What follows belongs to an exercise in optimizing a design on an open flow for small area, a short achievable clock period and few clock cycles per item; a production flow would make more cautious choices. No functional check of the RTL was part of any run shown here. Power figures rest on the tool's default switching activity, not on a simulated workload.

==> design.v <==
`timescale 1ns / 1ns
module mat_ops_controller #(
	parameter DATA_LEN = 8,
	parameter N = 8,
	parameter ADDRESS_SIZE = 4
)
(
	input                         i_clk,
	input                         i_rstn,
	input   [DATA_LEN*N-1:0]      i_read_data_A,
	output  [ADDRESS_SIZE-1:0]    o_address_A,
	output                        o_wr_en_A,
	output  [DATA_LEN*N-1:0]      o_write_data_A,
	input   [DATA_LEN*N-1:0]      i_read_data_B,
	output  [ADDRESS_SIZE-1:0]    o_address_B,
	output                        o_wr_en_B,
	output  [DATA_LEN*N-1:0]      o_write_data_B,
	output                        o_done
);
	reg        idle;
	reg  [8:0] S;
	reg  [3:0] T;
	reg  [2:0] r;
	reg  [2:0] wrow;      
	wire start = (i_read_data_A[7:0] == 8'd1);
	wire go    = idle && start;
	wire r0    = (r == 3'd0);
	wire r7    = (r == 3'd7);
	wire [8:0] S_n;
	assign S_n[0] = go || (S[8] && !r7);
	assign S_n[1] = S[0];
	assign S_n[2] = S[1];
	assign S_n[3] = S[2] && !r0;
	assign S_n[4] = (S[2] && r0) || S[3];
	assign S_n[8:5] = S[7:4];
	wire [3:0] T_n = {T[2:0], S[8] && r7};
	wire       idle_n = (idle && !start) || T[3];
	wire [2:0] r_n    = S[8] ? r + 3'd1 : r;
	wire [2:0] wrow_n = S[8] ? r : wrow;
	wire       run_n  = |S_n;
	wire       wb_n   = S_n[3] || T_n[3];
	wire [2:0] k_n    = {S_n[5] | S_n[6] | S_n[7] | S_n[8],
	                     S_n[2] | S_n[4] | S_n[7] | S_n[8],
	                     S_n[1] | S_n[4] | S_n[6] | S_n[8]};
	reg  [3:0] addr_a;
	reg  [3:0] addr_b;
	reg        wr_b;
	reg        done;
	reg        v0;
	reg        f0;
	always @(posedge i_clk, negedge i_rstn) begin
		if (!i_rstn) begin
			idle   <= 1'b1;
			S      <= 9'd0;
			T      <= 4'd0;
			r      <= 3'd0;
			wrow   <= 3'd0;
			addr_a <= 4'd0;
			addr_b <= 4'd0;
			wr_b   <= 1'b0;
			done   <= 1'b0;
		end else begin
			idle   <= idle_n;
			S      <= S_n;
			T      <= T_n;
			r      <= r_n;
			wrow   <= wrow_n;
			addr_a <= {run_n, r_n};
			addr_b <= wb_n ? {1'b1, wrow_n} : {1'b0, k_n};
			wr_b   <= wb_n;
			done   <= T_n[3];
		end
	end
	wire [2:0] k0 = addr_b[2:0];
	always @(posedge i_clk) begin
		v0 <= run_n && !S_n[3];
		f0 <= S_n[0];
	end
	reg                  v1;
	reg  [2:0]           k1;
	reg                  f1;
	reg                  f2;
	reg  [11:0]          a2, a2r;
	reg                  f3, f3r;
	wire [7:0]           a1 = i_read_data_A[8*k1 +: 8];
	wire [11:0]          a1_enc;
	genvar m;
	generate
		for (m = 0; m < 4; m = m + 1) begin : BOOTH
			wire hi = a1[2*m+1];
			wire md = a1[2*m];
			wire lo = (m == 0) ? 1'b0 : a1[2*m-1];
			assign a1_enc[3*m]   = hi;
			assign a1_enc[3*m+1] = md ^ lo;
			assign a1_enc[3*m+2] = (hi & ~md & ~lo) | (~hi & md & lo);
		end
	endgenerate
	reg  [63:0]          b2;
	wire [63:0]          acc;
	always @(posedge i_clk) begin
		v1 <= v0;
		k1 <= k0;
		f1 <= f0;
		f2 <= f1;
		f3 <= f2;
		a2 <= v1 ? a1_enc : 12'd0;
		b2 <= i_read_data_B;
	end
	always @(posedge i_clk, negedge i_rstn) begin
		if (!i_rstn) begin
			f3r <= 1'b0;
			a2r <= 12'd0;
		end else begin
			f3r <= f2;
			a2r <= v1 ? a1_enc : 12'd0;
		end
	end
	genvar j;
	generate
		for (j = 0; j < N; j = j + 1) begin : LANE
			mac_lane u_lane (
				.i_clk (i_clk),
				.a     (j < N/2 ? a2 : a2r),
				.b     (b2[8*j +: 8]),
				.first (j < N/2 ? f3 : f3r),
				.acc   (acc[8*j +: 8])
			);
		end
	endgenerate
	assign o_address_A    = addr_a;
	assign o_wr_en_A      = done;
	assign o_write_data_A = {(DATA_LEN*N){1'b0}};
	assign o_address_B    = addr_b;
	assign o_wr_en_B      = wr_b;
	assign o_write_data_B = acc;
	assign o_done         = done;
endmodule
module mac_lane (
	input            i_clk,
	input      [11:0] a,
	input      [7:0] b,
	input            first,
	output reg [7:0] acc
);
	wire [14:0] d;
	reg  [14:0] q;
	wire neg0 = a[0];
	wire one0 = a[1];
	wire two0 = a[2];
	wire neg1 = a[3];
	wire one1 = a[4];
	wire two1 = a[5];
	wire neg2 = a[6];
	wire one2 = a[7];
	wire two2 = a[8];
	wire neg3 = a[9];
	wire one3 = a[10];
	wire two3 = a[11];
	wire t1;
	wire t2;
	wire t3;
	wire t4;
	wire t5;
	wire t6;
	wire t7;
	wire t8;
	wire t9;
	wire t10;
	wire t11;
	wire t12;
	wire t13;
	wire t14;
	wire t15;
	assign t1 = (neg1 & ~(one1 & b[0])) ^ (((one0 & b[3]) | (two0 & b[2])) ^ neg0);
	assign t2 = (neg1 & ~(one1 & b[0])) & (((one0 & b[3]) | (two0 & b[2])) ^ neg0);
	assign t3 = (one2 & b[0]) ^ (((one0 & b[4]) | (two0 & b[3])) ^ neg0) ^ (((one1 & b[2]) | (two1 & b[1])) ^ neg1);
	assign t4 = ((one2 & b[0]) & (((one0 & b[4]) | (two0 & b[3])) ^ neg0)) | ((one2 & b[0]) & (((one1 & b[2]) | (two1 & b[1])) ^ neg1)) | ((((one0 & b[4]) | (two0 & b[3])) ^ neg0) & (((one1 & b[2]) | (two1 & b[1])) ^ neg1));
	assign t5 = (neg2 & ~(one2 & b[0])) ^ (((one0 & b[5]) | (two0 & b[4])) ^ neg0) ^ (((one1 & b[3]) | (two1 & b[2])) ^ neg1);
	assign t6 = ((neg2 & ~(one2 & b[0])) & (((one0 & b[5]) | (two0 & b[4])) ^ neg0)) | ((neg2 & ~(one2 & b[0])) & (((one1 & b[3]) | (two1 & b[2])) ^ neg1)) | ((((one0 & b[5]) | (two0 & b[4])) ^ neg0) & (((one1 & b[3]) | (two1 & b[2])) ^ neg1));
	assign t7 = (((one2 & b[1]) | (two2 & b[0])) ^ neg2) ^ t4;
	assign t8 = (((one2 & b[1]) | (two2 & b[0])) ^ neg2) & t4;
	assign t9 = (one3 & b[0]) ^ (((one0 & b[6]) | (two0 & b[5])) ^ neg0) ^ (((one1 & b[4]) | (two1 & b[3])) ^ neg1);
	assign t10 = ((one3 & b[0]) & (((one0 & b[6]) | (two0 & b[5])) ^ neg0)) | ((one3 & b[0]) & (((one1 & b[4]) | (two1 & b[3])) ^ neg1)) | ((((one0 & b[6]) | (two0 & b[5])) ^ neg0) & (((one1 & b[4]) | (two1 & b[3])) ^ neg1));
	assign t11 = (((one2 & b[2]) | (two2 & b[1])) ^ neg2) ^ t6 ^ t9;
	assign t12 = ((((one2 & b[2]) | (two2 & b[1])) ^ neg2) & t6) | ((((one2 & b[2]) | (two2 & b[1])) ^ neg2) & t9) | (t6 & t9);
	assign t13 = (neg3 & ~(one3 & b[0])) ^ (((one0 & b[7]) | (two0 & b[6])) ^ neg0) ^ (((one1 & b[5]) | (two1 & b[4])) ^ neg1);
	assign t14 = (((one2 & b[3]) | (two2 & b[2])) ^ neg2) ^ (((one3 & b[1]) | (two3 & b[0])) ^ neg3) ^ t10;
	assign t15 = t13 ^ t14;
	assign d[0] = (one0 & b[0]);
	assign d[1] = (neg0 & ~(one0 & b[0]));
	assign d[2] = (((one0 & b[1]) | (two0 & b[0])) ^ neg0);
	assign d[3] = (one1 & b[0]);
	assign d[4] = (((one0 & b[2]) | (two0 & b[1])) ^ neg0);
	assign d[5] = (((one1 & b[1]) | (two1 & b[0])) ^ neg1);
	assign d[6] = t1;
	assign d[7] = t2;
	assign d[8] = t3;
	assign d[9] = t5;
	assign d[10] = t7;
	assign d[11] = t8;
	assign d[12] = t11;
	assign d[13] = t12;
	assign d[14] = t15;
	always @(posedge i_clk)
		q <= d;
	wire first_q = first;
	wire [7:0] g = first_q ? 8'd0 : acc;
	always @(posedge i_clk)
		acc <= g + {q[13] , q[11] , q[9] , q[7] , q[5] , q[3] , q[1] , q[0]} + {q[14] , q[12] , q[10] , q[8] , q[6] , q[4] , q[2] , 1'b0};
endmodule
==> flow/run.sh <==
#!/bin/bash
# The standard layout (the standard.sh, standard synthesis unchanged) with
# the port buffers made from the smallest buffer cell instead of the
# clock-delay buffer that buffer_ports picks by default.
set -euo pipefail
bash standard.sh BUFFER_PORTS_ARGS="-buffer_cell sky130_fd_sc_hd__buf_1" finish > make_finish.log 2>&1
==> standard.sh <==
#!/bin/bash
# synth_recipe.tcl (not shown) runs the flow's synth.tcl, then flattens the netlist and writes it again
# the make line also repeats each setting of config.mk as NAME=value (left out here)
make -C /OpenROAD-flow-scripts/flow DESIGN_CONFIG=/design/flow/config.mk WORK_HOME=/design/flow/orfs CLKGATE_MAP_FILE= SYNTH_SCRIPT=/design/flow/synth_recipe.tcl "${@:-finish}"
==> config.mk <==
export PLATFORM = sky130hd
export DESIGN_NAME = mat_ops_controller
export DESIGN_NICKNAME = mat_ops_controller
export VERILOG_FILES = /design/flow/design.v
export SDC_FILE = /design/flow/constraint.sdc
export NUM_CORES = 4
export LEC_CHECK = 0
export CAP_MARGIN = 20
export CORE_MARGIN = 2
export CORE_UTILIZATION = 40
export PLACE_DENSITY = 0.6
export SETUP_SLACK_MARGIN = 2.8
export SLEW_MARGIN = 20
==> constraint.sdc <==
create_clock -name core_clock -period 5.0 [get_ports {i_clk}]
set_input_delay 1.0000 -clock core_clock [delete_from_list [all_inputs] [get_ports {i_clk}]]
set_output_delay 1.0000 -clock core_clock [all_outputs]
set_load 0.01 [all_outputs]
==> results by group, run 1 <==
Floorplan
  • Die X-Extent: 198 um
  • Placeable core area: 36800 um2
  • DIE AREA: 39100 um2
  • Initial core utilization: 40.8%
  • Top-level I/O count: 269
  • Die extent in y: 198 um
  • Std cell rows: 70

Timing
  • Number of max-slew violations in the final report: 0
  • Min Tclk post-route: 2.53 ns
  • Maximum clock frequency: 0.396 GHz
  • Pin slew with the least headroom to its limit: 0.923 ns
  • Setup repair after global routing missed its margin: true
  • Finish-stage setup viols: 0
  • Final count of hold timing violations: 0
  • Setup skew after layout: 0.0177 ns
  • Setup TNS: 0 ns
  • Max-Slew Margin vs Limit: 38.5%
  • Period utilisation layout: 50.6%

Route
  • Count of nets left with antenna violations after detail routing: 0
  • First-pass detailed-route iteration total: 5
  • Number of vias after detailed routing: 9762
  • First DRT Iteration DRCs: roughly 510
  • Average detailed-routed wire length per instance: about 17 um
  • Number of vias per cell after detailed routing: 4.74
  • DRC violations left: 0
  • Detailed-route wire length: about 34000 um

Power
  • Sequential share of power: 32.7%
  • Combinational share of power: 41.4%
  • Internal Power: 6.84 mW
  • Sw frac: about 33%
  • Net load switching power: 3.39 mW
  • Part of the power in the clock network: 25.9%
  • Cell Pwr Density: between 500 and 600 nW/um2
  • Max IR drop VDD: 0.000272 V
  • Standby leakage power: about 7.5 nW
  • Power, Total: 10.2 mW

Finish
  • Final cell count without fillers: 2061
  • Area taken by multi-input logic gates: approximately 8200 um2
  • Area growth syn-to-layout: 19.8%
  • Share of post-route cells with drive strength above 1: roughly 15%
  • Sequential cell area: around 6400 um2
  • Final design instance area without fill: 18000 um2
  • Number of filler instances in the final layout: 3382
  • Final layout net count: 1858
  • Final standard cell utilization of the core: between 40% and 50%
  • Number of antenna repair diodes: 0

Placed design
  • Final weighted congestion of routability-driven global placement: 0.800
  • Placed instance count: 1957
  • Total placed instance area: 16100 um2
  • Sum of net half-perimeters after detailed placement: ~24000 um
  • Port Buffer Count: about 200

GRT
  • Number of global-route vias before repair: 9924
  • Leftover overflow at the end of global routing: 0
  • Overall track demand over capacity in global routing: 17.3%
  • Busiest layer in global routing: met2
  • Pin count of the biggest net entering global routing: 39
  • Global routing usage on met1: 22.7%
  • Initial antenna violation count: 0
  • Met3 track utilization from global routing: 3.41%
  • GR Layer Usage met2: 28.6%
  • Wire length of the first global-routing pass: 52700 um

Synthesis
  • Most frequently used cell type in the post-synthesis netlist: sky130_fd_sc_hd__dfxtp_1
  • Cell count after synthesis: 1334
  • Total of flip-flops plus latches after synthesis: 307
  • Number of unique standard cell types used by synthesis: 43
  • Post-synthesis async set-or-reset flop share: 12.4%
  • Synth top cells by count: sky130_fd_sc_hd__dfxtp_1, sky130_fd_sc_hd__xnor2_1, sky130_fd_sc_hd__a22oi_1
  • Synthesized area per cell: approximately 11 um2
  • Warning count from the yosys run: 2
  • Primary FF master, synth: sky130_fd_sc_hd__dfxtp_1
  • Area of the mapped netlist: 15000 um2
  • Dominant cell type by area after synthesis: sky130_fd_sc_hd__dfxtp_1
  • Number of enable flip-flop cells after synthesis: 0
  • Post-synthesis sequential area ratio: 42.2%
  • Top-area cell type share of the netlist area: 35.8%
  • Area contributors post-synth: sky130_fd_sc_hd__dfxtp_1, sky130_fd_sc_hd__fa_1, sky130_fd_sc_hd__xnor2_1

Clock network
  • Reg clk slew, reported paths: approximately 0.06 ns
  • Worst skew pair latency: ~0.54 ns
  • TritonCTS clock tree: built
  • Sink Count: 307
  • Clock Root Buffer: sky130_fd_sc_hd__clkbuf_16
  • Post-CTS Hold Buffers: 0
  • Buffer depth of the longest clock path: 3
  • Clock buffer count from CTS: 36
  • # H-tree levels: 2

Status
  • Run status: no timing/DRC/antenna violations

Critical path
  • Critical register-to-register path endpoint: LANE[4].u_lane.acc[7]$_DFF_P_
  • Minimum setup slack among reg-to-reg paths: approximately 2.5 ns
  • Kind of capture point of the worst setup path: flip-flop
  • List of cells traversed by the critical path: buf_12 > nand2b_4 > fa_2 > inv_2 > ha_4 > inv_2 > fa_2 > inv_2 > a21o_1 > a21oi_2 > o21ai_1 > xnor2_1
  • Path type of the worst setup path: flip-flop to flip-flop
  • Worst r2r path cells: 12
  • Largest stage delay, worst path: 0.56 ns
  • Cell type of the slowest stage on the worst timing path: sky130_fd_sc_hd__dfrtp_4
  • Required @ worst endpoint: between 5 and 6 ns
  • Most common cell type on the critical path: sky130_fd_sc_hd__inv_2
  • Launching element type of the critical path: flip-flop
  • Startpoint of the worst register-to-register path: f3r$_DFF_PN0_
  • Critical Path AT: 2.94 ns
  • Crit path max fanout: 7

Hold path
  • Hold wc startpoint: v0$_DFF_P_
  • Type of the worst min-delay path: flip-flop to flip-flop
  • WHS Endpoint: v1$_DFF_P_
  • Number of cells traversed by the worst hold path: 0

Job
  • Max Cap Viol: 0
-- cell families after synthesis --
family	synth area share (%)
buffers and inverters	7.51
AO/OA/AOI/OAI	9.52
multiplexers	3.26
adder cells (fa/ha/maj)	18.0
AND/OR/NAND/NOR	7.00
XOR/XNOR	12.5
flip-flops	42.2
other	0.0250
-- through the flow --
stage | setup WS (ns) | hold slack [ns]
CTS | 2.49 | 0.329
floorplan | 2.53 | 0.310
finish | 2.47 | 0.327
detailed placement | 2.17 | 0.315
global route | 2.41 | 0.336
global placement | 2.23 | 0.312
-- critical path: cells and delay by family, from the launching register on --
kind,cells,cell delay [ns]
and+or+nand+nor,1,0.14
DFF,1,0.56
AOI/OAI and AO/OA,3,0.41
xor gates and xnor gates,1,0.12
buffers and inverters,4,0.29
adders and majority gates,3,0.88
-- cell type report --
class | count | share of cell area [%]
multi-input cells | 861 | 45.5
clock buffers | 53 | 5.65
inverters | 108 | 2.25
clock inverters | 13 | 1.02
flip-flops and latches | 307 | 35.5
repair buffers | 251 | 6.78
well taps | 468 | 3.25
-- cells in the final DEF (no fill, tap or decap), types with 7 or more instances in the layout --
cell | synthesis | final
sky130_fd_sc_hd__o21bai_1 | 8 | 8
sky130_fd_sc_hd__clkbuf_1 | 39 | 13
sky130_fd_sc_hd__a22oi_1 | 126 | 124
sky130_fd_sc_hd__and2_1 | 35 | 35
sky130_fd_sc_hd__conb_1 | 1 | 64
sky130_fd_sc_hd__nor2_1 | 18 | 17
sky130_fd_sc_hd__inv_2 | 0 | 17
sky130_fd_sc_hd__xor2_1 | 21 | 21
sky130_fd_sc_hd__ha_1 | 75 | 59
sky130_fd_sc_hd__a21oi_1 | 41 | 22
sky130_fd_sc_hd__clkbuf_16 | 0 | 37
sky130_fd_sc_hd__fa_2 | 0 | 12
sky130_fd_sc_hd__xnor2_1 | 194 | 192
sky130_fd_sc_hd__nand2_1 | 22 | 22
sky130_fd_sc_hd__dfxtp_1 | 269 | 260
sky130_fd_sc_hd__dfrtp_1 | 37 | 26
sky130_fd_sc_hd__buf_4 | 67 | 30
sky130_fd_sc_hd__ha_4 | 0 | 10
sky130_fd_sc_hd__o21ai_0 | 15 | 7
sky130_fd_sc_hd__nor2b_2 | 0 | 9
sky130_fd_sc_hd__nand2b_1 | 22 | 16
sky130_fd_sc_hd__fa_1 | 88 | 76
sky130_fd_sc_hd__buf_1 | 11 | 203
sky130_fd_sc_hd__nor2b_1 | 68 | 53
sky130_fd_sc_hd__mux4_2 | 14 | 14
sky130_fd_sc_hd__dfrtp_4 | 0 | 7
sky130_fd_sc_hd__buf_6 | 2 | 13
sky130_fd_sc_hd__a21oi_2 | 0 | 19
sky130_fd_sc_hd__a21o_1 | 16 | 16
sky130_fd_sc_hd__inv_1 | 108 | 91
-- how the worst max path moves through the flow --
stage / start / end / slack, ns / cells after the start
2_1_floorplan: f3r$_DFF_PN0_ / LANE[5].u_lane.acc[7]$_DFF_P_ / 2.53 / 12
3_3_place_gp: f3r$_DFF_PN0_ / LANE[7].u_lane.acc[7]$_DFF_P_ / 2.23 / 11
3_5_place_dp: f3r$_DFF_PN0_ / LANE[6].u_lane.acc[7]$_DFF_P_ / 2.17 / 11
4_1_cts: f3r$_DFF_PN0_ / LANE[5].u_lane.acc[7]$_DFF_P_ / 2.49 / 10
5_1_grt: f3r$_DFF_PN0_ / LANE[4].u_lane.acc[7]$_DFF_P_ / 2.41 / 12
6_report: f3r$_DFF_PN0_ / LANE[4].u_lane.acc[7]$_DFF_P_ / 2.47 / 12
-- repair_timing --
item                                    in CTS  in global routing
endpoints found under the setup margin      98                 50
resized for setup                           43                 58
pin swaps                                   26                 35
endpoints found under the hold margin        0                  0
buffers inserted                            16                 22
-- power by group through the flow --
stage	registers (mW)	logic, mW	clock network (mW)
3_5_place_dp	3.40	3.82	0
5_1_grt	3.40	4.78	2.83
3_3_place_gp	3.41	3.71	0
4_1_cts	3.35	3.99	2.73
6_report	3.34	4.24	2.65
2_1_floorplan	3.42	3.00	0
-- state kept, by name (all words and copies together), names as in the netlist --
register / count
v1: 1
addr_a: 4
idle: 1
S: 9
f3: 1
b2: 64
LANE.u_lane.acc: 64
wrow: 3
f0: 1
k1: 3
LANE.u_lane.q: 120
f1: 1
addr_b: 4
f2: 1
f3r: 1
T: 4
a2: 12
v0: 1
a2r: 12
-- per-layer routing --
layer,up-vias,wire length [um]
met4,0,815
met5,-,0
met3,50,1780
met2,307,16200
met1,4677,15500
li1,4728,-
==> inputs of run 2 (changes only) <==
--- a/config.mk
+++ b/config.mk
@@ -9,5 +9,5 @@
 export CORE_MARGIN = 2
 export CORE_UTILIZATION = 40
 export PLACE_DENSITY = 0.6
-export SETUP_SLACK_MARGIN = 2.8
+export SETUP_SLACK_MARGIN = 2.5
 export SLEW_MARGIN = 20
==> run 2 against run 1 <==
Net effect: still clean on timing, DRC and antenna; cell count decreased by 1.3%; maximum frequency increased by 0.65%; critical endpoint is now LANE[2].u_lane.acc[7]$_DFF_P_; sequential share of layout area increased by 0.59 points; total power decreased by 1.4%; largest power group unchanged; synthesized cell count unchanged.
==> results by group, run 2 <==
Status
  • Run status: no timing/DRC/antenna violations (unchanged)

Job
  • Max Cap Viol: 0 (unchanged)

Clock network
  • # H-tree levels: 2 (unchanged)
  • Clock Root Buffer: sky130_fd_sc_hd__clkbuf_16 (unchanged)
  • Clock buffer count from CTS: 36 (unchanged)
  • Buffer depth of the longest clock path: 3 (unchanged)
  • Sink Count: 307 (unchanged)
  • TritonCTS clock tree: built (unchanged)
  • Reg clk slew, reported paths: 0.06 ns (about the same)
  • Worst skew pair latency: 0.53 ns (was 0.54 ns)

Synthesis
  • Most frequently used cell type in the post-synthesis netlist: sky130_fd_sc_hd__dfxtp_1 (unchanged)
  • Number of unique standard cell types used by synthesis: 43 (unchanged)
  • Post-synthesis sequential area ratio: 42.2% (unchanged)
  • Area of the mapped netlist: 15000 um2 (unchanged)
  • Area contributors post-synth: sky130_fd_sc_hd__dfxtp_1, sky130_fd_sc_hd__fa_1, sky130_fd_sc_hd__xnor2_1 (unchanged)
  • Total of flip-flops plus latches after synthesis: 307 (unchanged)
  • Primary FF master, synth: sky130_fd_sc_hd__dfxtp_1 (unchanged)
  • Warning count from the yosys run: 2 (unchanged)
  • Cell count after synthesis: 1334 (unchanged)
  • Number of enable flip-flop cells after synthesis: 0 (unchanged)
  • Post-synthesis async set-or-reset flop share: 12.4% (unchanged)
  • Dominant cell type by area after synthesis: sky130_fd_sc_hd__dfxtp_1 (unchanged)
  • Synth top cells by count: sky130_fd_sc_hd__dfxtp_1, sky130_fd_sc_hd__xnor2_1, sky130_fd_sc_hd__a22oi_1 (unchanged)
  • Top-area cell type share of the netlist area: 35.8% (unchanged)
  • Synthesized area per cell: 11.3 um2 (unchanged)

Finish
  • Final cell count without fillers: 2034 (was 2061)
  • Final layout net count: 1831 (was 1858)
  • Number of antenna repair diodes: 0 (unchanged)
  • Final design instance area without fill: 17600 um2 (was 18000 um2)
  • Largest registers: LANE.u_lane.q x120, LANE.u_lane.acc x64, b2 x64 (unchanged)
  • Most frequent cells in the layout: sky130_fd_sc_hd__dfxtp_1, sky130_fd_sc_hd__buf_1, sky130_fd_sc_hd__xnor2_1 (unchanged)
  • Area growth syn-to-layout: 17.1% (was 19.8%)
  • Number of filler instances in the final layout: 3380 (was 3382)
  • Flip-flop count of the largest register, all copies and words added: 120 (unchanged)
  • Share of post-route cells with drive strength above 1: 9.58% (was 14.8%)
  • Most common cell after layout, fill and taps aside: sky130_fd_sc_hd__dfxtp_1 (unchanged)
  • Largest reg by FF count: LANE.u_lane.q (unchanged)

Placed design
  • Total placed instance area: 16000 um2 (was 16100 um2)
  • Placed instance count: 1955 (was 1957)
  • Port Buffer Count: 204 (unchanged)
  • Sum of net half-perimeters after detailed placement: 23900 um (was 24000 um)
  • Final weighted congestion of routability-driven global placement: 0.783 (was 0.800)
  • Worst slack at placement: 2.08 ns (was 2.17 ns)

Floorplan
  • Top-level I/O count: 269 (unchanged)
  • Std cell rows: 70 (unchanged)
  • Placeable core area: 36800 um2 (unchanged)
  • Die X-Extent: 198 um (unchanged)
  • Die extent in y: 198 um (unchanged)
  • DIE AREA: 39100 um2 (unchanged)
  • Initial core utilization: 40.8% (unchanged)

Timing
  • Setup TNS: 0 ns (unchanged)
  • Period utilisation layout: 50.2% (was 50.6%)
  • Smallest setup slack after layout: 2.49 ns (was 2.47 ns)
  • Setup repair after global routing missed its margin: true (unchanged)
  • Min Tclk post-route: 2.51 ns (was 2.53 ns)
  • Worst hold slack: 0.324 ns (was 0.327 ns)
  • Final count of hold timing violations: 0 (unchanged)
  • Number of max-slew violations in the final report: 0 (unchanged)
  • Setup skew after layout: 0.0154 ns (was 0.0177 ns)
  • Finish-stage setup viols: 0 (unchanged)
  • Pin slew with the least headroom to its limit: 0.960 ns (was 0.923 ns)
  • Max-Slew Margin vs Limit: 36.0% (was 38.5%)
  • Maximum clock frequency: 0.398 GHz (was 0.396 GHz)

Route
  • Average detailed-routed wire length per instance: 16.3 um (was 16.6 um)
  • Count of nets left with antenna violations after detail routing: 0 (unchanged)
  • Number of vias per cell after detailed routing: 4.76 (was 4.74)
  • Detailed-route wire length: 33200 um (was 34300 um)
  • DRC violations left: 0 (unchanged)
  • Number of vias after detailed routing: 9676 (was 9762)
  • First DRT Iteration DRCs: 464 (was 509)
  • First-pass detailed-route iteration total: 5 (unchanged)

GRT
  • Wire length of the first global-routing pass: 52100 um (was 52700 um)
  • Number of global-route vias before repair: 9875 (was 9924)
  • Initial antenna violation count: 0 (unchanged)
  • Overall track demand over capacity in global routing: 17.1% (was 17.3%)
  • Leftover overflow at the end of global routing: 0 (unchanged)
  • Pin count of the biggest net entering global routing: 39 (unchanged)

Critical path
  • Critical Path AT: 2.95 ns (was 2.94 ns)
  • Crit path max fanout: 24 (was 7)
  • Path type of the worst setup path: flip-flop to flip-flop (unchanged)
  • Launching element type of the critical path: flip-flop (unchanged)
  • Kind of capture point of the worst setup path: flip-flop (unchanged)
  • Required @ worst endpoint: 5.44 ns (was 5.42 ns)

Power
  • Cell Pwr Density: 574 nW/um2 (was 569 nW/um2)
  • Standby leakage power: 7.46 nW (was 7.54 nW)
  • Max IR drop VDD: 0.000245 V (was 0.000272 V)

Hold path
  • Type of the worst min-delay path: flip-flop to flip-flop (unchanged)
## run 2: cell counts after synthesis
No cell type changed its count.
## run 2: kinds of logic (layout without fill, tap and decap cells)
group / Yosys count / count (layout) / synth area share (%)
compound gates: 209 / 209 / 9.52
buf+inv: 229 / 398 / 7.51
other cells: 1 / 64 / 0.0250
fa+ha+maj: 163 / 163 / 18.0
xor+xnor: 215 / 215 / 12.5
mux: 27 / 27 / 3.26
flops: 307 / 307 / 42.2
simple gates: 183 / 183 / 7.00
## run 2: path summary, 6_finish.rpt
path	start	endpoint	slack, ns	depth (start not counted)
max in group asynchronous	i_rstn	a2r[3]$_DFF_PN0_	3.72	1
hold / removal	v0$_DFF_P_	v1$_DFF_P_	0.32	0
setup reg to reg	f3$_DFF_P_	LANE[2].u_lane.acc[7]$_DFF_P_	2.49	12
setup / recovery	f3$_DFF_P_	LANE[2].u_lane.acc[7]$_DFF_P_	2.49	12
hold reg to reg	v0$_DFF_P_	v1$_DFF_P_	0.32	0
min in group asynchronous	i_rstn	wrow[2]$_DFF_PN0_	0.61	1
## run 2: final cells by class
class	instances	area [um2]	area share, %
repair buffers	224	997	5.67
well taps	468	586	3.33
clock inverters	14	253	1.44
inverters	108	405	2.30
clock buffers	52	1070	6.10
multi-input cells	861	7920	45.0
flip-flops and latches	307	6350	36.1
## run 2: critical path: stages (launching register included)
cell and delay [ns]:
sky130_fd_sc_hd__dfxtp_4 0.36, sky130_fd_sc_hd__buf_12 0.16, sky130_fd_sc_hd__nand2b_1 0.16, sky130_fd_sc_hd__fa_1 0.43
sky130_fd_sc_hd__inv_1 0.06, sky130_fd_sc_hd__ha_1 0.16, sky130_fd_sc_hd__inv_1 0.06, sky130_fd_sc_hd__fa_1 0.46
sky130_fd_sc_hd__inv_1 0.07, sky130_fd_sc_hd__a21o_1 0.12, sky130_fd_sc_hd__a21oi_2 0.07, sky130_fd_sc_hd__o21ai_1 0.17
sky130_fd_sc_hd__xnor2_1 0.14
## run 2: report_power, final
part	leakage, nW	total (mW)	internal, mW	switching, mW
sequential	2.73	3.33	3.03	0.307
clock	0.655	2.88	1.85	1.03
combinational	4.07	3.87	1.93	1.94
total	7.46	10.1	6.82	3.27
## run 2: timing repair
| item | CTS | global route |
|---|---|---|
| endpoints found under the setup margin | 42 | 25 |
| buffers inserted | 4 | 7 |
| gates cloned | 1 | 1 |
| hold buffers | 0 | 0 |
| gates resized for setup | 19 | 27 |
| pin swaps | 3 | 19 |
## run 2: layer usage
| metal | share of wire, % | GRT usage [%] | up-vias |
|---|---|---|---|
| met4 | 2.4 | 6.18 | 0 |
| met1 | 45 | 22.3 | 4646 |
| met3 | 5.6 | 3.13 | 48 |
| met5 | 0 | 0 | - |
| li1 | - | - | 4667 |
| met2 | 47 | 28.4 | 315 |
## run 2: per-stage QoR
stage	power (mW)	util, %
after detailed placement	7.08	43.4
final	10.1	47.8
after CTS	10.1	47.3
after global placement	6.98	43.4
after floorplan	6.29	-
after global routing	10.9	47.8
==> inputs of run 3 (changes only) <==
--- a/design.v
+++ b/design.v
@@ -81,7 +81,7 @@
 	reg                  f1;
 	reg                  f2;
 	reg  [11:0]          a2, a2r;
-	reg                  f3, f3r;
+	reg                  f3, keep3;
 	wire [7:0]           a1 = i_read_data_A[8*k1 +: 8];
 	wire [11:0]          a1_enc;
 	genvar m;
@@ -103,26 +103,25 @@
 		f1 <= f0;
 		f2 <= f1;
 		f3 <= f2;
+		keep3 <= !f2;
 		a2 <= v1 ? a1_enc : 12'd0;
 		b2 <= i_read_data_B;
 	end
 	always @(posedge i_clk, negedge i_rstn) begin
 		if (!i_rstn) begin
-			f3r <= 1'b0;
 			a2r <= 12'd0;
 		end else begin
-			f3r <= f2;
 			a2r <= v1 ? a1_enc : 12'd0;
 		end
 	end
 	genvar j;
 	generate
 		for (j = 0; j < N; j = j + 1) begin : LANE
-			mac_lane u_lane (
+			mac_lane #(.KEEP_LOW(j < N/2 ? 0 : 1)) u_lane (
 				.i_clk (i_clk),
 				.a     (j < N/2 ? a2 : a2r),
 				.b     (b2[8*j +: 8]),
-				.first (j < N/2 ? f3 : f3r),
+				.first (j < N/2 ? f3 : keep3),
 				.acc   (acc[8*j +: 8])
 			);
 		end
@@ -135,7 +134,9 @@
 	assign o_write_data_B = acc;
 	assign o_done         = done;
 endmodule
-module mac_lane (
+module mac_lane #(
+	parameter KEEP_LOW = 0    
+) (
 	input            i_clk,
 	input      [11:0] a,
 	input      [7:0] b,
@@ -204,7 +205,7 @@
 	always @(posedge i_clk)
 		q <= d;
 	wire first_q = first;
-	wire [7:0] g = first_q ? 8'd0 : acc;
+	wire [7:0] g = (KEEP_LOW ? !first_q : first_q) ? 8'd0 : acc;
 	always @(posedge i_clk)
 		acc <= g + {q[13] , q[11] , q[9] , q[7] , q[5] , q[3] , q[1] , q[0]} + {q[14] , q[12] , q[10] , q[8] , q[6] , q[4] , q[2] , 1'b0};
 endmodule
==> run 3 against run 2 <==
Net effect: critical path type unchanged; cell count grew 0.15%; first-iteration DRC count grew 10%; sequential power is essentially flat.
==> results by group, run 3 <==
Status
  • Run status: no timing/DRC/antenna violations (unchanged)

Route
  • Number of vias per cell after detailed routing: 4.76 (about the same)
  • First DRT Iteration DRCs: 511 (was 464)
  • Number of vias after detailed routing: 9696 (was 9676)
  • DRC violations left: 0 (unchanged)
  • Average detailed-routed wire length per instance: 16.6 um (was 16.3 um)
  • Detailed-route wire length: 33800 um (was 33200 um)
  • Count of nets left with antenna violations after detail routing: 0 (unchanged)
  • First-pass detailed-route iteration total: 5 (unchanged)

Synthesis
  • Warning count from the yosys run: 3 (was 2)
  • Primary FF master, synth: sky130_fd_sc_hd__dfxtp_1 (unchanged)
  • Post-synthesis adder-cell area fraction: 18.0% (about the same)
  • Total of flip-flops plus latches after synthesis: 307 (unchanged)
  • Combinational family with the most area after synthesis: adder cells (unchanged)
  • Area contributors post-synth: sky130_fd_sc_hd__dfxtp_1, sky130_fd_sc_hd__fa_1, sky130_fd_sc_hd__xnor2_1 (unchanged)
  • Dominant cell type by area after synthesis: sky130_fd_sc_hd__dfxtp_1 (unchanged)
  • Number of unique standard cell types used by synthesis: 40 (was 43)
  • Xor/xnor cell area share of the yosys netlist: 12.3% (was 12.5%)
  • Multiplexer share of the synthesized area: 3.22% (was 3.26%)
  • Post-synthesis async set-or-reset flop share: 12.1% (was 12.4%)
  • Synthesized area per cell: 11.2 um2 (was 11.3 um2)
  • Most frequently used cell type in the post-synthesis netlist: sky130_fd_sc_hd__dfxtp_1 (unchanged)
  • Cell count after synthesis: 1331 (was 1334)
  • Area of the mapped netlist: 15000 um2 (about the same)
  • Post-synthesis sequential area ratio: 42.3% (was 42.2%)
  • Number of enable flip-flop cells after synthesis: 0 (unchanged)
  • Simple-gate share of the synthesized area: 7.15% (was 7.00%)
  • Top-area cell type share of the netlist area: 36.1% (was 35.8%)
  • Synth top cells by count: sky130_fd_sc_hd__dfxtp_1, sky130_fd_sc_hd__xnor2_1, sky130_fd_sc_hd__a22oi_1 (unchanged)
  • Post-synthesis compound-gate area fraction: 9.81% (was 9.52%)

Clock network
  • Reg clk slew, reported paths: 0.06 ns (about the same)
  • Clock buffer count from CTS: 35 (was 36)
  • Clock Root Buffer: sky130_fd_sc_hd__clkbuf_16 (unchanged)
  • Sink Count: 307 (unchanged)
  • TritonCTS clock tree: built (unchanged)
  • Post-CTS Hold Buffers: 0 (unchanged)
  • Worst skew pair latency: 0.52 ns (was 0.53 ns)
  • Buffer depth of the longest clock path: 3 (unchanged)
  • # H-tree levels: 2 (unchanged)

Floorplan
  • Placeable core area: 36700 um2 (was 36800 um2)
  • Top-level I/O count: 269 (unchanged)
  • Die extent in y: 197 um (was 198 um)
  • Initial core utilization: 40.8% (about the same)
  • Std cell rows: 70 (unchanged)
  • DIE AREA: 39000 um2 (was 39100 um2)
  • Die X-Extent: 197 um (was 198 um)

Timing
  • Finish-stage setup viols: 0 (unchanged)
  • Min Tclk post-route: 2.54 ns (was 2.51 ns)
  • Max-Slew Margin vs Limit: 39.5% (was 36.0%)
  • Setup skew after layout: 0.0152 ns (was 0.0154 ns)
  • Setup repair after global routing missed its margin: true (unchanged)
  • Setup TNS: 0 ns (unchanged)
  • Maximum clock frequency: 0.394 GHz (was 0.398 GHz)
  • Period utilisation layout: 50.8% (was 50.2%)
  • Final count of hold timing violations: 0 (unchanged)
  • Smallest setup slack after layout: 2.46 ns (was 2.49 ns)
  • Number of max-slew violations in the final report: 0 (unchanged)
  • Pin slew with the least headroom to its limit: 0.907 ns (was 0.960 ns)

Critical path
  • List of cells traversed by the critical path: buf_4 > buf_4 > and2_1 > fa_1 > inv_1 > fa_2 > nor2b_4 > nor3_2 > o21bai_1 > a21oi_2 > xnor2_1 (was buf_12 > nand2b_1 > fa_1 > inv_1 > ha_1 > inv_1 > fa_1 > inv_1 > a21o_1 > a21oi_2 > o21ai_1 > xnor2_1)
  • Required @ worst endpoint: 5.40 ns (was 5.44 ns)
  • Kind of capture point of the worst setup path: flip-flop (unchanged)
  • Path type of the worst setup path: flip-flop to flip-flop (unchanged)
  • Startpoint of the worst register-to-register path: keep3$_DFF_P_ (was f3$_DFF_P_)
  • Most common cell type on the critical path: sky130_fd_sc_hd__buf_4 (was sky130_fd_sc_hd__inv_1)
  • Worst r2r path cells: 11 (was 12)
  • Bufs and invs on worst path: 3 (was 4)
  • Critical Path AT: 2.94 ns (was 2.95 ns)
  • Largest stage delay, worst path: 0.50 ns (was 0.46 ns)
  • Crit path max fanout: 6 (was 24)
  • Cell type of the slowest stage on the worst timing path: sky130_fd_sc_hd__fa_1 (unchanged)
  • Minimum setup slack among reg-to-reg paths: 2.46 ns (was 2.49 ns)
  • Crit path max-delay family: adder cells (unchanged)
  • Critical register-to-register path endpoint: LANE[7].u_lane.acc[7]$_DFF_P_ (was LANE[2].u_lane.acc[7]$_DFF_P_)
  • Launching element type of the critical path: flip-flop (unchanged)

Placed design
  • Worst slack at placement: 1.90 ns (was 2.08 ns)
  • Sum of net half-perimeters after detailed placement: 24300 um (was 23900 um)
  • Port Buffer Count: 204 (unchanged)
  • Final weighted congestion of routability-driven global placement: 0.798 (was 0.783)

Finish
  • Final layout net count: 1836 (was 1831)
  • Number of antenna repair diodes: 0 (unchanged)
  • Most frequent cells in the layout: sky130_fd_sc_hd__dfxtp_1, sky130_fd_sc_hd__buf_1, sky130_fd_sc_hd__xnor2_1 (unchanged)
  • Largest registers: LANE.u_lane.q x120, LANE.u_lane.acc x64, b2 x64 (unchanged)
  • Area growth syn-to-layout: 16.0% (was 17.1%)
  • Flip-flop count of the largest register, all copies and words added: 120 (unchanged)
  • Number of filler instances in the final layout: 3435 (was 3380)
  • Share of post-route cells with drive strength above 1: 8.99% (was 9.58%)
  • Most common cell after layout, fill and taps aside: sky130_fd_sc_hd__dfxtp_1 (unchanged)
  • Largest reg by FF count: LANE.u_lane.q (unchanged)

Power
  • Cell Pwr Density: 564 nW/um2 (was 574 nW/um2)
  • Max IR drop VDD: 0.000244 V (was 0.000245 V)
  • Standby leakage power: 7.28 nW (was 7.46 nW)

Hold path
  • Hold wc startpoint: f1$_DFF_P_ (was v0$_DFF_P_)
  • Type of the worst min-delay path: flip-flop to flip-flop (unchanged)
  • WHS Endpoint: f2$_DFF_P_ (was v1$_DFF_P_)
  • Number of cells traversed by the worst hold path: 0 (unchanged)

GRT
  • Leftover overflow at the end of global routing: 0 (unchanged)
  • Wire length of the first global-routing pass: 53200 um (was 52100 um)
  • Pin count of the biggest net entering global routing: 38 (was 39)
  • Overall track demand over capacity in global routing: 17.4% (was 17.1%)
  • Number of global-route vias before repair: 9996 (was 9875)
  • Initial antenna violation count: 1 (was 0)

Job
  • Max Cap Viol: 0 (unchanged)
-- run 3: cell count changes in the layout (fill, tap and decap cells not counted), moves of 5 or more --
cell,before,now
sky130_fd_sc_hd__nor2b_1,68,39
sky130_fd_sc_hd__xnor2_1,194,188
sky130_fd_sc_hd__o21ai_2,6,0
sky130_fd_sc_hd__and2_1,35,55
sky130_fd_sc_hd__o21bai_1,8,16
sky130_fd_sc_hd__nor2_1,17,27
sky130_fd_sc_hd__o21ai_0,7,17
sky130_fd_sc_hd__nor2b_2,0,5
sky130_fd_sc_hd__a21o_1,16,9
sky130_fd_sc_hd__clkbuf_1,6,11
sky130_fd_sc_hd__a21oi_2,11,4
sky130_fd_sc_hd__clkbuf_8,9,4
-- run 3: per-stage QoR --
| step | cell area (um2) | util (%) | power, mW | hold slack [ns] | std cells |
|---|---|---|---|---|---|
| after global placement | 16000 | 43.5 | 7.01 | 0.312 | 1963 |
| after CTS | 17200 | 46.9 | 9.77 | 0.327 | 2031 |
| after global routing | 17400 | 47.3 | 10.6 | 0.334 | 2037 |
| after detailed placement | 16000 | 43.5 | 7.09 | 0.312 | 1963 |
| after floorplan | 15300 | - | 6.26 | 0.310 | 1394 |
| final | 17400 | 47.3 | 9.80 | 0.328 | 2037 |
-- run 3: worst max-delay path by stage --
stage,startpoint,to,slack (ns),cells after the start
2_1_floorplan,f3$_DFF_P_,LANE[3].u_lane.acc[7]$_DFF_P_,2.51,12
3_3_place_gp,f3$_DFF_P_,LANE[1].u_lane.acc[7]$_DFF_P_,1.98,11
3_5_place_dp,f3$_DFF_P_,LANE[3].u_lane.acc[7]$_DFF_P_,1.90,10
4_1_cts,keep3$_DFF_P_,LANE[6].u_lane.acc[7]$_DFF_P_,2.51,11
5_1_grt,keep3$_DFF_P_,LANE[7].u_lane.acc[7]$_DFF_P_,2.35,11
6_report,keep3$_DFF_P_,LANE[7].u_lane.acc[7]$_DFF_P_,2.46,11
-- run 3: area by class of cell --
class	instances	area (um2)	share of cell area [%]
multi-input cells	871	7910	45.6
flip-flops and latches	307	6350	36.6
clock buffers	53	1050	6.03
repair buffers	226	955	5.50
well taps	468	586	3.37
inverters	102	383	2.21
clock inverters	10	134	0.771
-- run 3: repair_timing --
item	4_1_cts	5_1_grt
setup buffers	5	6
pin swaps	1	16
endpoints found under the setup margin	36	26
gates cloned	0	0
resized for setup	4	39
-- run 3: routing by layer --
metal | share of wire, % | vias to the layer above | track usage (%) | routed length (um)
li1 | - | 4696 | - | -
met1 | 45 | 4646 | 23.2 | 15200
met2 | 47 | 304 | 28.7 | 16000
met3 | 5.5 | 50 | 3.02 | 1870
met4 | 2.3 | 0 | 6.02 | 784
met5 | 0 | - | 0 | 0
-- run 3: logic make-up after synthesis --
family                   count (synthesis)
XOR/XNOR                               209
buffers and inverters                  216
flip-flops                             307
adder cells (fa/ha/maj)                163
multiplexers                            27
AND/OR/NAND/NOR                        194
AO/OA/AOI/OAI                          214
other                                    1
-- run 3: worst register-to-register path: stages, from the launching register on --
cell                       delay, ns
sky130_fd_sc_hd__dfxtp_4        0.40
sky130_fd_sc_hd__buf_4          0.17
sky130_fd_sc_hd__buf_4          0.14
sky130_fd_sc_hd__and2_1         0.15
sky130_fd_sc_hd__fa_1           0.50
sky130_fd_sc_hd__inv_1          0.08
sky130_fd_sc_hd__fa_2           0.43
sky130_fd_sc_hd__nor2b_4        0.14
sky130_fd_sc_hd__nor3_2         0.06
sky130_fd_sc_hd__o21bai_1       0.16
sky130_fd_sc_hd__a21oi_2        0.08
sky130_fd_sc_hd__xnor2_1        0.12
-- run 3: where the power goes --
part | internal [mW] | switching, mW | total (mW) | leakage, nW
clock | 1.60 | 1.01 | 2.61 | 0.572
combinational | 1.89 | 1.97 | 3.86 | 3.97
sequential | 3.02 | 0.305 | 3.32 | 2.73
==> inputs of run 4 (changes only) <==
--- a/design.v
+++ b/design.v
@@ -206,6 +206,32 @@
 		q <= d;
 	wire first_q = first;
 	wire [7:0] g = (KEEP_LOW ? !first_q : first_q) ? 8'd0 : acc;
+	wire u1;
+	wire u2;
+	wire u3;
+	wire u4;
+	wire u5;
+	wire u6;
+	wire u7;
+	wire u8;
+	wire u9;
+	wire u10;
+	wire u11;
+	wire u12;
+	wire u13;
+	assign u1 = q[1] ^ q[2];
+	assign u2 = q[1] & q[2];
+	assign u3 = q[3] ^ q[4] ^ g[2];
+	assign u4 = (q[3] & q[4]) | (q[3] & g[2]) | (q[4] & g[2]);
+	assign u5 = q[5] ^ q[6] ^ g[3];
+	assign u6 = (q[5] & q[6]) | (q[5] & g[3]) | (q[6] & g[3]);
+	assign u7 = q[7] ^ q[8] ^ g[4];
+	assign u8 = (q[7] & q[8]) | (q[7] & g[4]) | (q[8] & g[4]);
+	assign u9 = q[9] ^ q[10] ^ g[5];
+	assign u10 = (q[9] & q[10]) | (q[9] & g[5]) | (q[10] & g[5]);
+	assign u11 = q[11] ^ q[12] ^ g[6];
+	assign u12 = (q[11] & q[12]) | (q[11] & g[6]) | (q[12] & g[6]);
+	assign u13 = q[13] ^ q[14] ^ g[7];
 	always @(posedge i_clk)
-		acc <= g + {q[13] , q[11] , q[9] , q[7] , q[5] , q[3] , q[1] , q[0]} + {q[14] , q[12] , q[10] , q[8] , q[6] , q[4] , q[2] , 1'b0};
+		acc <= {u12 , u10 , u8 , u6 , u4 , u2 , g[1] , q[0]} + {u13 , u11 , u9 , u7 , u5 , u3 , u1 , g[0]};
 endmodule
==> run 4 against run 3 <==
Net effect: critical path depth down 2; clock power up 7.7%; die area up 4.7%; worst setup slack better by 0.053 ns; clock-buffer cell count down 6; first-iteration DRC count down 19%; worst hold slack worse by 0.0020 ns; non-clock buffer count down 8.
==> results by group, run 4 <==
Finish
  • Largest registers: LANE.u_lane.q x120, LANE.u_lane.acc x64, b2 x64 (unchanged)
  • Largest reg by FF count: LANE.u_lane.q (unchanged)
  • Flip-flop count of the largest register, all copies and words added: 120 (unchanged)
  • Final layout net count: 1947 (was 1836)
  • Final cell count without fillers: 2196 (was 2037)
  • Number of antenna repair diodes: 0 (unchanged)
  • Share of post-route cells with drive strength above 1: 7.63% (was 8.99%)
  • Most common cell after layout, fill and taps aside: sky130_fd_sc_hd__dfxtp_1 (unchanged)
  • Final design instance area without fill: 18300 um2 (was 17400 um2)
  • Final standard cell utilization of the core: 47.3% (about the same)
  • Most frequent cells in the layout: sky130_fd_sc_hd__dfxtp_1, sky130_fd_sc_hd__buf_1, sky130_fd_sc_hd__xnor2_1 (unchanged)
  • Area growth syn-to-layout: 16.6% (was 16.0%)

Timing
  • Period utilisation layout: 49.7% (was 50.8%)
  • Setup skew after layout: 0.0100 ns (was 0.0152 ns)
  • Min Tclk post-route: 2.49 ns (was 2.54 ns)
  • Smallest setup slack after layout: 2.51 ns (was 2.46 ns)
  • Final count of hold timing violations: 0 (unchanged)
  • Pin slew with the least headroom to its limit: 0.897 ns (was 0.907 ns)
  • Max-Slew Margin vs Limit: 40.2% (was 39.5%)
  • Finish-stage setup viols: 0 (unchanged)
  • Maximum clock frequency: 0.402 GHz (was 0.394 GHz)
  • Setup TNS: 0 ns (unchanged)
  • Setup repair after global routing missed its margin: true (unchanged)
  • Worst hold slack: 0.326 ns (was 0.328 ns)
  • Number of max-slew violations in the final report: 0 (unchanged)

Synthesis
  • Area of the mapped netlist: 15700 um2 (was 15000 um2)
  • Post-synthesis async set-or-reset flop share: 12.1% (unchanged)
  • Number of unique standard cell types used by synthesis: 53 (was 40)
  • Primary FF master, synth: sky130_fd_sc_hd__dfxtp_1 (unchanged)
  • Synth top cells by count: sky130_fd_sc_hd__dfxtp_1, sky130_fd_sc_hd__xnor2_1, sky130_fd_sc_hd__inv_1 (was sky130_fd_sc_hd__dfxtp_1, sky130_fd_sc_hd__xnor2_1, sky130_fd_sc_hd__a22oi_1)
  • Post-synthesis sequential area ratio: 40.3% (was 42.3%)
  • Cell count after synthesis: 1461 (was 1331)
  • Top-area cell type share of the netlist area: 34.4% (was 36.1%)
  • Synthesized area per cell: 10.7 um2 (was 11.2 um2)
  • Total of flip-flops plus latches after synthesis: 307 (unchanged)
  • Number of enable flip-flop cells after synthesis: 0 (unchanged)
  • Dominant cell type by area after synthesis: sky130_fd_sc_hd__dfxtp_1 (unchanged)
  • Most frequently used cell type in the post-synthesis netlist: sky130_fd_sc_hd__dfxtp_1 (unchanged)
  • Warning count from the yosys run: 3 (unchanged)
  • Area contributors post-synth: sky130_fd_sc_hd__dfxtp_1, sky130_fd_sc_hd__fa_1, sky130_fd_sc_hd__xnor2_1 (unchanged)

Critical path
  • Required @ worst endpoint: 5.46 ns (was 5.40 ns)
  • Crit path max fanout: 8 (was 6)
  • Startpoint of the most critical setup path: f3$_DFF_P_ (was keep3$_DFF_P_)
  • Launching element type of the critical path: flip-flop (unchanged)
  • Path type of the worst setup path: flip-flop to flip-flop (unchanged)
  • Startpoint of the worst register-to-register path: f3$_DFF_P_ (was keep3$_DFF_P_)
  • Kind of capture point of the worst setup path: flip-flop (unchanged)
  • Critical Path AT: 2.94 ns (about the same)

Floorplan
  • Die extent in y: 202 um (was 197 um)
  • Initial core utilization: 40.6% (was 40.8%)
  • Placeable core area: 38600 um2 (was 36700 um2)
  • Top-level I/O count: 269 (unchanged)
  • Std cell rows: 72 (was 70)
  • Die X-Extent: 202 um (was 197 um)
  • DIE AREA: 40800 um2 (was 39000 um2)

Power
  • Power, Total: 10.9 mW (was 9.80 mW)
  • Standby leakage power: 7.89 nW (was 7.28 nW)
  • Sw frac: 35.0% (was 33.5%)
  • Combinational share of power: 44.0% (was 39.4%)
  • Max IR drop VDD: 0.000305 V (was 0.000244 V)
  • Net load switching power: 3.83 mW (was 3.28 mW)
  • Internal Power: 7.11 mW (was 6.52 mW)
  • Cell Pwr Density: 598 nW/um2 (was 564 nW/um2)
  • Part of the power in the clock network: 25.7% (was 26.7%)
  • Sequential share of power: 30.3% (was 33.9%)

Route
  • Average detailed-routed wire length per instance: 16.1 um (was 16.6 um)
  • First DRT Iteration DRCs: 416 (was 511)
  • Detailed-route wire length: 35300 um (was 33800 um)
  • First-pass detailed-route iteration total: 5 (unchanged)
  • Number of vias after detailed routing: 10410 (was 9696)
  • Number of vias per cell after detailed routing: 4.74 (was 4.76)
  • Count of nets left with antenna violations after detail routing: 0 (unchanged)
  • DRC violations left: 0 (unchanged)

Clock network
  • Clock Root Buffer: sky130_fd_sc_hd__clkbuf_16 (unchanged)
  • Sink Count: 307 (unchanged)
  • # H-tree levels: 2 (unchanged)
  • Worst skew pair latency: 0.53 ns (was 0.52 ns)
  • Buffer depth of the longest clock path: 3 (unchanged)
  • Reg clk slew, reported paths: 0.06 ns (about the same)
  • Clock buffer count from CTS: 36 (was 35)
  • TritonCTS clock tree: built (unchanged)

GRT
  • Leftover overflow at the end of global routing: 0 (unchanged)
  • Number of global-route vias before repair: 10775 (was 9996)
  • Pin count of the biggest net entering global routing: 38 (unchanged)
  • Wire length of the first global-routing pass: 55700 um (was 53200 um)
  • Initial antenna violation count: 0 (was 1)
  • Overall track demand over capacity in global routing: 17.1% (was 17.4%)

Placed design
  • Total placed instance area: 16700 um2 (was 16000 um2)
  • Worst slack at placement: 2.03 ns (was 1.90 ns)
  • Port Buffer Count: 204 (unchanged)
  • Sum of net half-perimeters after detailed placement: 25100 um (was 24300 um)
  • Placed instance count: 2128 (was 1963)
  • Final weighted congestion of routability-driven global placement: 0.791 (was 0.798)

Hold path
  • Type of the worst min-delay path: flip-flop to flip-flop (unchanged)
  • Hold wc startpoint: v0$_DFF_P_ (was f1$_DFF_P_)

Status
  • Run status: no timing/DRC/antenna violations (unchanged)

Job
  • Max Cap Viol: 0 (unchanged)
[run 4: changes by cell type after synthesis, moves of 9 or more]
cell,change
sky130_fd_sc_hd__o21ai_0,-11
sky130_fd_sc_hd__nand3_1,+13
sky130_fd_sc_hd__clkbuf_1,+11
sky130_fd_sc_hd__xnor2_1,-13
sky130_fd_sc_hd__inv_1,+57
sky130_fd_sc_hd__o211ai_1,+11
sky130_fd_sc_hd__nand2b_1,+9
sky130_fd_sc_hd__nand2_1,+13
sky130_fd_sc_hd__xor2_1,+20
sky130_fd_sc_hd__a21boi_0,+10
sky130_fd_sc_hd__a21oi_1,-18
[run 4: critical path, stage by stage, from the launching register on]
cell	delay [ns]
sky130_fd_sc_hd__dfxtp_4	0.38
sky130_fd_sc_hd__buf_12	0.14
sky130_fd_sc_hd__nand2b_1	0.15
sky130_fd_sc_hd__fa_1	0.48
sky130_fd_sc_hd__inv_1	0.07
sky130_fd_sc_hd__ha_4	0.23
sky130_fd_sc_hd__and3_1	0.14
sky130_fd_sc_hd__a221o_1	0.34
sky130_fd_sc_hd__o41ai_2	0.35
sky130_fd_sc_hd__xnor2_1	0.15
[run 4: power groups by stage]
stage / clock, mW / combinational (mW) / sequential, mW
6_report: 2.81 / 4.82 / 3.31
5_1_grt: 2.99 / 5.49 / 3.37
4_1_cts: 2.89 / 4.64 / 3.32
3_5_place_dp: 0 / 4.54 / 3.37
3_3_place_gp: 0 / 4.37 / 3.37
2_1_floorplan: 0 / 3.57 / 3.38
[run 4: kinds of logic after synthesis]
| logic type | share of synthesized area, % |
|---|---|
| AO/OA/AOI/OAI | 10.4 |
| XOR/XNOR | 11.9 |
| adder cells (fa/ha/maj) | 16.8 |
| buffers and inverters | 8.61 |
| flip-flops | 40.3 |
| multiplexers | 3.40 |
| other | 0.0239 |
| AND/OR/NAND/NOR | 8.47 |
[run 4: area by class of cell]
class	count	area, um2
fillers	3587	20400
multi-input cells	932	8470
flip-flops and latches	307	6350
clock buffers	47	1080
repair buffers	218	938
well taps	518	648
inverters	159	597
clock inverters	15	215
[run 4: per-layer routing]
metal / part of all wire, % / vias up / track usage, %
met3: 4.6 / 56 / 2.84
met4: 2.4 / 0 / 5.86
li1: - / 5103 / -
met2: 48 / 259 / 29.5
met5: 0 / - / 0
met1: 45 / 4992 / 21.8
[run 4: path summary, 6_finish.rpt]
kind / slack, ns / endpoint / depth (start not counted)
max in group asynchronous: 3.79 / a2r[5]$_DFF_PN0_ / 1
min in group asynchronous: 0.59 / addr_b[2]$_DFF_PN0_ / 1
setup reg to reg: 2.51 / LANE[0].u_lane.acc[7]$_DFF_P_ / 9
setup / recovery: 2.51 / LANE[0].u_lane.acc[7]$_DFF_P_ / 9
hold / removal: 0.33 / v1$_DFF_P_ / 0
hold reg to reg: 0.33 / v1$_DFF_P_ / 0
[run 4: timing repair]
item	CTS	global route
setup endpoints to repair	46	41
resized for setup	12	25
hold buffers	0	0
cloned	0	2
pin swaps	0	8
setup buffers	0	4
==> inputs of run 5 (changes only) <==
--- a/design.v
+++ b/design.v
@@ -81,7 +81,7 @@
 	reg                  f1;
 	reg                  f2;
 	reg  [11:0]          a2, a2r;
-	reg                  f3, keep3;
+	reg                  f3, f3r;
 	wire [7:0]           a1 = i_read_data_A[8*k1 +: 8];
 	wire [11:0]          a1_enc;
 	genvar m;
@@ -103,25 +103,26 @@
 		f1 <= f0;
 		f2 <= f1;
 		f3 <= f2;
-		keep3 <= !f2;
 		a2 <= v1 ? a1_enc : 12'd0;
 		b2 <= i_read_data_B;
 	end
 	always @(posedge i_clk, negedge i_rstn) begin
 		if (!i_rstn) begin
+			f3r <= 1'b0;
 			a2r <= 12'd0;
 		end else begin
+			f3r <= f2;
 			a2r <= v1 ? a1_enc : 12'd0;
 		end
 	end
 	genvar j;
 	generate
 		for (j = 0; j < N; j = j + 1) begin : LANE
-			mac_lane #(.KEEP_LOW(j < N/2 ? 0 : 1)) u_lane (
+			mac_lane u_lane (
 				.i_clk (i_clk),
 				.a     (j < N/2 ? a2 : a2r),
 				.b     (b2[8*j +: 8]),
-				.first (j < N/2 ? f3 : keep3),
+				.first (j < N/2 ? f3 : f3r),
 				.acc   (acc[8*j +: 8])
 			);
 		end
@@ -134,9 +135,7 @@
 	assign o_write_data_B = acc;
 	assign o_done         = done;
 endmodule
-module mac_lane #(
-	parameter KEEP_LOW = 0    
-) (
+module mac_lane (
 	input            i_clk,
 	input      [11:0] a,
 	input      [7:0] b,
@@ -205,7 +204,7 @@
 	always @(posedge i_clk)
 		q <= d;
 	wire first_q = first;
-	wire [7:0] g = (KEEP_LOW ? !first_q : first_q) ? 8'd0 : acc;
+	wire [7:0] g = first_q ? 8'd0 : acc;
 	wire u1;
 	wire u2;
 	wire u3;
--- a/config.mk
+++ b/config.mk
@@ -9,5 +9,5 @@
 export CORE_MARGIN = 2
 export CORE_UTILIZATION = 40
 export PLACE_DENSITY = 0.6
-export SETUP_SLACK_MARGIN = 2.5
+export SETUP_SLACK_MARGIN = 2.8
 export SLEW_MARGIN = 20
==> run 5 against run 4 <==
Net effect: critical path type unchanged; largest power group unchanged; non-clock buffer count is 58 higher; via count grew 3.7%; worst setup slack better by 0.049 ns.
==> results by group, run 5 <==
Status
  • Run status: no timing/DRC/antenna violations (unchanged)

Placed design
  • Total placed instance area: 17200 um2 (was 16700 um2)
  • Placed instance count: 2126 (was 2128)
  • Worst slack at placement: 2.20 ns (was 2.03 ns)
  • Final weighted congestion of routability-driven global placement: 0.797 (was 0.791)
  • Port Buffer Count: 204 (unchanged)
  • Sum of net half-perimeters after detailed placement: 26000 um (was 25100 um)

Synthesis
  • Top-area cell type share of the netlist area: 34.2% (was 34.4%)
  • Area of the mapped netlist: 15700 um2 (about the same)
  • Cell count after synthesis: 1458 (was 1461)
  • Post-synthesis sequential area ratio: 40.2% (was 40.3%)
  • Synthesized area per cell: 10.8 um2 (was 10.7 um2)
  • Number of enable flip-flop cells after synthesis: 0 (unchanged)
  • Synth top cells by count: sky130_fd_sc_hd__dfxtp_1, sky130_fd_sc_hd__xnor2_1, sky130_fd_sc_hd__inv_1 (unchanged)
  • Dominant cell type by area after synthesis: sky130_fd_sc_hd__dfxtp_1 (unchanged)
  • Warning count from the yosys run: 2 (was 3)
  • Total of flip-flops plus latches after synthesis: 307 (unchanged)
  • Number of unique standard cell types used by synthesis: 55 (was 53)
  • Area contributors post-synth: sky130_fd_sc_hd__dfxtp_1, sky130_fd_sc_hd__fa_1, sky130_fd_sc_hd__xnor2_1 (unchanged)
  • Post-synthesis async set-or-reset flop share: 12.4% (was 12.1%)
  • Most frequently used cell type in the post-synthesis netlist: sky130_fd_sc_hd__dfxtp_1 (unchanged)
  • Primary FF master, synth: sky130_fd_sc_hd__dfxtp_1 (unchanged)

GRT
  • Pin count of the biggest net entering global routing: 39 (was 38)
  • Leftover overflow at the end of global routing: 0 (unchanged)
  • Wire length of the first global-routing pass: 60200 um (was 55700 um)
  • Number of global-route vias before repair: 11251 (was 10775)
  • Overall track demand over capacity in global routing: 18.6% (was 17.1%)
  • Initial antenna violation count: 0 (unchanged)

Finish
  • Largest reg by FF count: LANE.u_lane.q (unchanged)
  • Largest registers: LANE.u_lane.q x120, LANE.u_lane.acc x64, b2 x64 (unchanged)
  • Share of post-route cells with drive strength above 1: 18.3% (was 7.63%)
  • Flip-flop count of the largest register, all copies and words added: 120 (unchanged)
  • Final cell count without fillers: 2254 (was 2196)
  • Number of antenna repair diodes: 0 (unchanged)
  • Sequential cell area: 6370 um2 (was 6350 um2)
  • Number of filler instances in the final layout: 3506 (was 3587)
  • Final design instance area without fill: 19700 um2 (was 18300 um2)
  • Area taken by multi-input logic gates: 9320 um2 (was 8470 um2)
  • Final layout net count: 2002 (was 1947)
  • Area growth syn-to-layout: 25.2% (was 16.6%)
  • Most common cell after layout, fill and taps aside: sky130_fd_sc_hd__dfxtp_1 (unchanged)
  • Most frequent cells in the layout: sky130_fd_sc_hd__dfxtp_1, sky130_fd_sc_hd__buf_1, sky130_fd_sc_hd__xnor2_1 (unchanged)

Critical path
  • Required @ worst endpoint: 5.41 ns (was 5.46 ns)
  • Kind of capture point of the worst setup path: flip-flop (unchanged)
  • Critical Path AT: 2.85 ns (was 2.94 ns)
  • Launching element type of the critical path: flip-flop (unchanged)
  • Path type of the worst setup path: flip-flop to flip-flop (unchanged)
  • Minimum setup slack among reg-to-reg paths: 2.56 ns (was 2.51 ns)
  • Crit path max fanout: 5 (was 8)

Timing
  • Number of max-slew violations in the final report: 0 (unchanged)
  • Final count of hold timing violations: 0 (unchanged)
  • Max-Slew Margin vs Limit: 40.4% (was 40.2%)
  • Pin slew with the least headroom to its limit: 0.894 ns (was 0.897 ns)
  • Smallest setup slack after layout: 2.56 ns (was 2.51 ns)
  • Min Tclk post-route: 2.44 ns (was 2.49 ns)
  • Setup TNS: 0 ns (unchanged)
  • Maximum clock frequency: 0.410 GHz (was 0.402 GHz)
  • Setup repair after global routing missed its margin: true (unchanged)
  • Setup skew after layout: 0.0198 ns (was 0.0100 ns)
  • Period utilisation layout: 48.7% (was 49.7%)
  • Finish-stage setup viols: 0 (unchanged)
  • Worst hold slack: 0.329 ns (was 0.326 ns)

Power
  • Cell Pwr Density: 636 nW/um2 (was 598 nW/um2)
  • Standby leakage power: 8.34 nW (was 7.89 nW)
  • Max IR drop VDD: 0.000331 V (was 0.000305 V)

Clock network
  • TritonCTS clock tree: built (unchanged)
  • Clock Root Buffer: sky130_fd_sc_hd__clkbuf_16 (unchanged)
  • Worst skew pair latency: 0.54 ns (was 0.53 ns)
  • # H-tree levels: 2 (unchanged)
  • Post-CTS Hold Buffers: 0 (unchanged)
  • Clock buffer count from CTS: 36 (unchanged)
  • Sink Count: 307 (unchanged)
  • Reg clk slew, reported paths: 0.06 ns (about the same)
  • Buffer depth of the longest clock path: 3 (unchanged)

Route
  • Detailed-route wire length: 37600 um (was 35300 um)
  • First-pass detailed-route iteration total: 5 (unchanged)
  • Count of nets left with antenna violations after detail routing: 0 (unchanged)
  • Number of vias per cell after detailed routing: 4.79 (was 4.74)
  • DRC violations left: 0 (unchanged)
  • Average detailed-routed wire length per instance: 16.7 um (was 16.1 um)
  • Number of vias after detailed routing: 10799 (was 10410)
  • First DRT Iteration DRCs: 454 (was 416)

Job
  • Max Cap Viol: 0 (unchanged)

Hold path
  • Type of the worst min-delay path: flip-flop to flip-flop (unchanged)

Floorplan
  • Std cell rows: 72 (unchanged)
  • Top-level I/O count: 269 (unchanged)
  • DIE AREA: 41000 um2 (was 40800 um2)
  • Die extent in y: 202 um (about the same)
  • Die X-Extent: 202 um (about the same)
  • Placeable core area: 38700 um2 (was 38600 um2)
  • Initial core utilization: 40.6% (about the same)
[run 5: changes by cell type in the layout (fill, tap and decap cells not counted), moves of 13 or more]
cell / before / now
sky130_fd_sc_hd__buf_6: 0 / 14
sky130_fd_sc_hd__inv_1: 159 / 139
sky130_fd_sc_hd__and2_1: 51 / 38
sky130_fd_sc_hd__inv_2: 0 / 18
sky130_fd_sc_hd__nor2b_4: 0 / 14
sky130_fd_sc_hd__buf_4: 9 / 47
sky130_fd_sc_hd__nand2b_4: 0 / 21
sky130_fd_sc_hd__ha_1: 71 / 40
sky130_fd_sc_hd__nand2_1: 39 / 18
sky130_fd_sc_hd__ha_4: 12 / 38
[run 5: final timing paths]
kind | from | end | cells past startpoint
max | f3$_DFF_P_ | LANE[1].u_lane.acc[7]$_DFF_P_ | 9
min | f0$_DFF_P_ | f1$_DFF_P_ | 0
max reg2reg | f3$_DFF_P_ | LANE[1].u_lane.acc[7]$_DFF_P_ | 9
min reg2reg | f0$_DFF_P_ | f1$_DFF_P_ | 0
max in group asynchronous | i_rstn | a2r[4]$_DFF_PN0_ | 1
min in group asynchronous | i_rstn | addr_b[1]$_DFF_PN0_ | 1
[run 5: routing by layer]
metal | up-vias | part of all wire (%) | track usage [%]
met5 | - | 0 | 0
met4 | 0 | 2.3 | 5.34
met3 | 59 | 4.7 | 3.47
met2 | 276 | 48 | 31.2
met1 | 5262 | 45 | 24.4
li1 | 5202 | - | -
[run 5: kinds of logic after synthesis]
kind of cell    count (synthesis)  share of synthesized area (%)
flops                         307                           40.2
buf+inv                       284                           8.56
simple gates                  238                           8.67
compound gates                224                           10.4
xor+xnor                      214                           11.9
fa+ha+maj                     163                           16.8
mux                            27                           3.39
other cells                     1                         0.0238
[run 5: report_power, final]
group	switching, mW	total [mW]	internal (mW)
Clock	1.06	2.77	1.70
Combinational	3.01	6.41	3.40
Sequential	0.338	3.36	3.02
[run 5: what timing repair did]
action / CTS / global route
setup endpoints to repair: 84 / 57
hold endpoints to repair: 0 / 0
pin swaps: 65 / 44
cloned: 2 / 1
buffers inserted: 37 / 23
gates resized for setup: 108 / 55
[run 5: metrics by stage]
stage | util, % | power [mW]
floorplan | - | 7.53
global placement | 44.4 | 8.42
detailed placement | 44.4 | 8.57
CTS | 49.8 | 12.3
global route | 50.9 | 13.5
finish | 50.9 | 12.5
[run 5: critical path, stage by stage, from the launching register on]
cell                       delay [ns]
sky130_fd_sc_hd__dfxtp_4         0.37
sky130_fd_sc_hd__buf_6           0.13
sky130_fd_sc_hd__nand2b_4        0.13
sky130_fd_sc_hd__fa_1            0.52
sky130_fd_sc_hd__inv_2           0.06
sky130_fd_sc_hd__ha_4            0.24
sky130_fd_sc_hd__and3_4          0.14
sky130_fd_sc_hd__a221o_1         0.36
sky130_fd_sc_hd__o41ai_2         0.25
sky130_fd_sc_hd__xnor2_1         0.12
[run 5: cell type report]
type,instances,area share (%)
well taps,518,3.29
flip-flops and latches,307,32.3
clock inverters,15,0.978
multi-input cells,930,47.3
inverters,158,3.02
repair buffers,276,7.66
clock buffers,50,5.40

[separate check: timing with driven ports]
No port has a modelled driver above. Below, the same layouts with a new extraction and two added sets of constraints.
Step 1 sets driving cells, clkbuf_16 on the clock port and buf_2 on the other inputs (assumed; they add their load-dependent delay and slew).
Step 2 adds t to the input delays and takes it off the output delays; t is the mean of the earliest and latest rising clock arrival at the registers after step 1. Input paths then give back, and output paths get back, about the clock's delay inside the block.
a / b / c = ideal / step 1 / step 2; a / b = the first two.
| run | t, ns | setup WS [ns] | latest minus earliest clock arrival (ns) | worst register clock-pin slew, ns | worst data-port slew with drivers (ns) |
|---|---|---|---|---|---|
| run 1 | 0.583 | 2.472 / 2.472 / 2.418 | 0.018 / 0.018 | 0.06 / 0.06 | 0.05 |
| run 2 | 0.577 | 2.489 / 2.489 / 2.383 | 0.016 / 0.016 | 0.06 / 0.06 | 0.05 |
| run 3 | 0.568 | 2.461 / 2.461 / 2.311 | 0.019 / 0.019 | 0.06 / 0.06 | 0.05 |
| run 4 | 0.571 | 2.514 / 2.514 / 2.514 | 0.013 / 0.013 | 0.06 / 0.06 | 0.04 |
| run 5 | 0.582 | 2.563 / 2.563 / 2.521 | 0.020 / 0.020 | 0.06 / 0.06 | 0.07 |
After both steps setup and hold are still met in every run listed. The setup slack of run 3, which loses most, moves by 0.000 ns with the drivers and by -0.150 ns with both steps.
